Source: an optimization exercise on an open RTL-to-GDS flow (aim: small area, a short achievable clock period and few clock cycles per item). Production flows keep margins and buffers that such runs may drop.
The RTL was checked by simulation tests, not by an equivalence proof against the original design.
No activity file was given, so power comes from the tool's default toggle rates.

Setup of ember:
==> flow/design.v (excerpt) <==
module divider_nr
  #
  (
   parameter BITS      = 16
   )
  (
   input wire                       clk,
   input wire                       reset,
   input wire                       start,
   input wire unsigned [BITS-1:0]   dividend,
   input wire unsigned [BITS-1:0]   divisor,
   output logic                     done,
   output logic unsigned [BITS-1:0] quotient,
   output logic unsigned [BITS-1:0] remainder
   );
Size: ~570 cells after synthesis, about 53 flip-flops.
==> flow/config.mk <==
export PLATFORM = sky130hd
export DESIGN_NAME = divider_nr
export DESIGN_NICKNAME = divider_nr
export VERILOG_FILES = /design/flow/design.v
export SDC_FILE = /design/flow/constraint.sdc
export NUM_CORES = 4
export LEC_CHECK = 0
export ABC_AREA = 1
export CAP_MARGIN = 20
export CORE_MARGIN = 2
export CORE_UTILIZATION = 60
export PLACE_DENSITY = 0.75
export SETUP_SLACK_MARGIN = 1.0
export SLEW_MARGIN = 20
==> flow/constraint.sdc <==
create_clock -name core_clock -period 5.0 [get_ports {clk}]
set_input_delay 1.0000 -clock core_clock [delete_from_list [all_inputs] [get_ports {clk}]]
set_output_delay 1.0000 -clock core_clock [all_outputs]
set_load 0.01 [all_outputs]
standard.sh (not shown) runs the stock make flow with config.mk's settings and CLKGATE_MAP_FILE= SYNTH_SCRIPT=/design/flow/synth_recipe.tcl, a recipe that flattens the netlist after the stock synthesis.
==> flow/flow/run.sh <==
#!/bin/bash
cp standard.sh standard_sh.txt
export BUFFER_PORTS_ARGS="-buffer_cell sky130_fd_sc_hd__buf_2"
bash standard.sh > standard.log 2>&1
Testbench counts of ember, summed over its fixed seeds: cycles 5,943, items 1,600.
[inputs] maple vs ember
==> flow/flow/run.sh <==
#!/bin/bash
cp standard.sh standard_sh.txt
export BUFFER_PORTS_ARGS="-buffer_cell sky130_fd_sc_hd__buf_2"
export RECOVER_POWER=${RECOVER_POWER_PCT:-50}
bash standard.sh > standard.log 2>&1
diff --git a/flow/config.mk b/flow/config.mk
--- a/flow/config.mk
+++ b/flow/config.mk
@@ -11,3 +11,2 @@
 export CORE_UTILIZATION = 60
-export PLACE_DENSITY = 0.75
 export SETUP_SLACK_MARGIN = 1.0
--- outcome ---
- Completing all stages was not enough for maple: its layout failed the final checks because of capacitance limit, slew limit.
- Number of enable-type register cells in the synthesized netlist: ember vs maple identical
- Delta(all-layer global routing usage, maple - ember) > 0
- Detailed-placement wirelength estimate (lower): ember
- maple ended up with rem_q[1] as its capture point of the critical path; ember ended up with rem_q[3].
Edits applied to the flow inputs when going from maple to violet:
==> flow/flow/run.sh <==
#!/bin/bash
cp standard.sh standard_sh.txt
export BUFFER_PORTS_ARGS="-buffer_cell sky130_fd_sc_hd__buf_2"
export ADDER_MAP_FILE=
bash standard.sh > standard.log 2>&1
diff --git a/flow/config.mk b/flow/config.mk
--- a/flow/config.mk
+++ b/flow/config.mk
@@ -10,3 +10,3 @@
 export CORE_MARGIN = 2
-export CORE_UTILIZATION = 60
+export CORE_UTILIZATION = 50
 export SETUP_SLACK_MARGIN = 1.0
Findings:
violet closes out successfully: all stages finished, all timing, DRC and antenna checks passed.
The portion of the clock cycle consumed by the worst path in the final layout in violet was lower than what maple gave.
Number of distinct library cells after synthesis: higher on maple
The floorplan die area reported for violet is greater than that of maple by about 21%.
violet -> maple: clock input transition at the sequential cells of the worst setup and hold paths flat
For the signal arrival time at the worst endpoint, violet came in 1280 ps lower than maple did.
On share of the synthesized area in compound gates (AO/OA/AOI/OAI): between maple and violet, it ends up higher for maple.
violet — clock distribution power 17% higher, maple as reference
Against maple as the reference, violet delivers a lower wire length on met3.
Inputs modified between violet and pepper:
==> flow/flow/run.sh <==
#!/bin/bash
cp standard.sh standard_sh.txt
export BUFFER_PORTS_ARGS="-buffer_cell sky130_fd_sc_hd__buf_2"
bash standard.sh > standard.log 2>&1
diff --git a/flow/config.mk b/flow/config.mk
--- a/flow/config.mk
+++ b/flow/config.mk
@@ -10,4 +10,4 @@
 export CORE_MARGIN = 2
-export CORE_UTILIZATION = 50
-export SETUP_SLACK_MARGIN = 1.0
+export CORE_UTILIZATION = 65
+export SETUP_SLACK_MARGIN = 1.1
 export SLEW_MARGIN = 20
Notes after the runs:
- Looking only at number of global-route vias before repair, and setting everything else aside, the higher value of pepper and violet goes to violet.
- pepper against violet; power is up by a few percent.
- When pepper is measured against violet, its sequential share of layout area turns out 1.1 points lower.
- Number of non-filler instances in the completed layout (pepper vs. violet) decreases by a little under 10%
- Compared with violet, in pepper post-detailed-placement cell area decreased by 2.4% relative to the old numbers, wire length increased by 5.2% relative to the old numbers.

## afterwards: timing with drivers on the ports
How much do the figures lean on ideal ports? The routed layouts below were timed once more, with nothing changed but the port constraints. Step 1 (the two cells are an assumption about what drives the block):
set clk [get_ports {clk}]
set_driving_cell -lib_cell sky130_fd_sc_hd__clkbuf_16 $clk
set_driving_cell -lib_cell sky130_fd_sc_hd__buf_2 [delete_from_list [all_inputs] $clk]
Step 2 moves the port delays by t, midway between the first and last clock arrival at a register: inputs arrive t later, outputs are due t later. That takes back most of the time a late clock gives input paths. Three values: ideal, step 1, step 2; two values: the first two.
| run | t (ns) | setup slack, ns | hold WS [ns] | worst register clock-pin slew, ns | cell pins on the clock port's net |
|---|---|---|---|---|---|
| ember | 0.339 | 1.106 / 1.116 / 0.777 | 0.421 / 0.421 / 0.421 | 0.11 / 0.11 | 1 |
| maple | 0.338 | 1.162 / 1.145 / 0.833 | 0.430 / 0.430 / 0.430 | 0.11 / 0.11 | 1 |
| violet | 0.340 | 1.218 / 1.189 / 1.107 | 0.419 / 0.419 / 0.419 | 0.10 / 0.10 | 1 |
| pepper | 0.347 | 0.970 / 0.968 / 0.622 | 0.428 / 0.428 / 0.428 | 0.11 / 0.11 | 1 |
For pepper, which loses most, drivers alone change the setup slack by -0.002 ns; drivers and shift together by -0.348 ns.
